From an optimization exercise on the open Yosys and OpenROAD flow, aimed at small area; shortcuts taken in it are not production practice. Only simulation tests tie the RTL to the original design; equivalence was not proved. No activity file was given, so power comes from the tool's default toggle rates.

Setup of job 4241:
## CPU
module CPU(
    input logic clk,
    input logic rst,
    input logic [31:0] instruction,
    input logic [31:0] readData,
    output logic memWrite,
    output logic [31:0] aluResult,
    output logic [4:0] pc,
    output logic [31:0] rd2
);
    logic [4:0] rs1, rs2, rd;
    logic [31:0] rd1, immediate, wdata;
    logic we_reg, branch, isImm, isLoad, sub, eq, lt, taken;
    logic [2:0] f3;
    assign f3 = instruction[14:12];
    decoder decoder(
        .instruction(instruction),
        .rs1(rs1), .rs2(rs2), .rd(rd),
        .signImm(immediate)
    );
    controlUnit controlUnit(
        .instruction(instruction),
        .memWrite(memWrite), .branch(branch), .isImm(isImm),
        .we_reg(we_reg), .isLoad(isLoad), .sub(sub)
    );
    logic isImmD, regD, wsel;
    logic [31:0] alu_yn;
    drv dimm(.a(~isImm), .y(isImmD));
    drv dreg(.a(isImm), .y(regD));
  ...
export LEC_CHECK = 0
export CAP_MARGIN = 0
export CORE_MARGIN = 2
export CORE_UTILIZATION = 62
export SETUP_SLACK_MARGIN = 0.1
export SLEW_MARGIN = 0
export SYNTH_HIERARCHICAL = 1
create_clock -name core_clock -period 15.0 [get_ports {clk}]
standard.sh (not shown) runs the stock make flow with config.mk's settings and CLKGATE_MAP_FILE= SYNTH_SCRIPT=/design/flow/synth_recipe.tcl, a recipe that flattens the netlist after the stock synthesis.
==> flow/flow/run.sh <==
#!/bin/bash
# Standard ORFS layout with three changes that only affect how much buffering
# and sizing the layout adds:
#  - combinational cells upsized by synthesis go back to their smallest size
#    before floorplanning (repair steps resize them again where needed);
#  - every port still gets a buffer, but a buf_1 instead of clkdlybuf4s50_1;
#  - clock tree: larger sink clusters, no dummy loads.
set -euo pipefail
here=$(pwd)
export PRE_FLOORPLAN_TCL=$here/flow/downsize.tcl
export BUFFER_PORTS_ARGS="-buffer_cell sky130_fd_sc_hd__buf_1"
export CTS_ARGS="-sink_clustering_enable -repair_clock_nets -dont_use_dummy_load -buf_list {sky130_fd_sc_hd__clkbuf_8 sky130_fd_sc_hd__clkbuf_16} -sink_clustering_size 25 -sink_clustering_max_diameter 80"
bash standard.sh synth > "$here/synth.log" 2>&1
bash standard.sh finish > "$here/layout.log" 2>&1
==> flow/flow/downsize.tcl <==
# Before floorplanning: map every combinational cell to the smallest cell of
# its family (same function and pins), the strongest among equal areas. The
# later repair steps upsize again wherever slew, capacitance or timing need it.
set db [ord::get_db]
set block [ord::get_db_block]
set n 0
foreach inst [$block getInsts] {
  set m [$inst getMaster]
  set name [$m getName]
  if { ![regexp {^(sky130_fd_sc_hd__([a-z0-9]+))_([0-9]+)$} $name -> fam base size] } { continue }
  if { [regexp {^(df|edf|sdf|sedf|dl|tap|conb|fill|decap|diode|buf|clk)} $base] } { continue }
  # smallest cell of the family; among equal areas the strongest
  set best ""
  set best_area [expr {[$m getWidth] * [$m getHeight]}]
  set best_size $size
  foreach s {0 1 2 3 4 6 8 12 16} {
    set c [$db findMaster ${fam}_$s]
    if { $c eq "NULL" || $c eq "" } { continue }
    set a [expr {[$c getWidth] * [$c getHeight]}]
    if { $a < $best_area || ($a == $best_area && $s > $best_size) } {
      set best $c; set best_area $a; set best_size $s
    }
  }
  if { $best ne "" } {
    $inst swapMaster $best
    incr n
  }
}
puts "downsize: swapped $n instances"
Job 4241 completed; timing, DRC and antenna clean
The following lists how job 8915 was set up differently from job 4241:
Settings: CORE_UTILIZATION changed from 62 to 55.
### Flow results
Per the comparison of job 8915 with job 4241, post-route cell area increased by about 0.4% relative to the old numbers, clock transition at the register clock pins on the worst setup and hold paths after CTS shows no meaningful change, total routing resource utilization after global routing now sits lower.
--- input diff job 8915..job 6524 ---
Settings: swapping 0.1 for 0.3 in SETUP_SLACK_MARGIN.
--- outcome ---
- For mean number of vias per cell, job 8915 and job 6524 come out practically identical.
- Area added between synthesis and finish came out exactly the same in job 6524 and job 8915.
- Job 8915 -> job 6524: wire length of the first global-routing pass delta 0, exact match
- The total power was comparable across job 6524 and job 8915.

re-timing with driven ports:
In the flow no input, the clock included, has a driving cell. The finished layouts below were timed again as built, in two steps. Step 1 (the two cells are an assumption about what drives the block):
set clk [get_ports {clk}]
set_driving_cell -lib_cell sky130_fd_sc_hd__clkbuf_16 $clk
set_driving_cell -lib_cell sky130_fd_sc_hd__buf_2 [delete_from_list [all_inputs] $clk]
Step 2, shift: input delay + t, output delay - t, t = (earliest + latest rising clock arrival at the registers) / 2. This alone moves slack from input paths to output paths. a / b / c = ideal / step 1 / step 2; a / b = the first two.
run	t, ns	setup WS [ns]	worst setup path at the end	worst data-port slew with drivers (ns)	cell pins on the clock port's net
job 4241	0.662	1.112 / 1.074 / 1.074	input to output	0.08	1
job 8915	0.673	1.012 / 0.979 / 0.979	input to output	0.08	1
job 6524	0.673	1.012 / 0.979 / 0.979	input to output	0.08	1
After both steps setup and hold are still met in every run listed. For job 4241, which loses most, drivers alone change the setup slack by -0.038 ns; drivers and shift together by -0.038 ns.
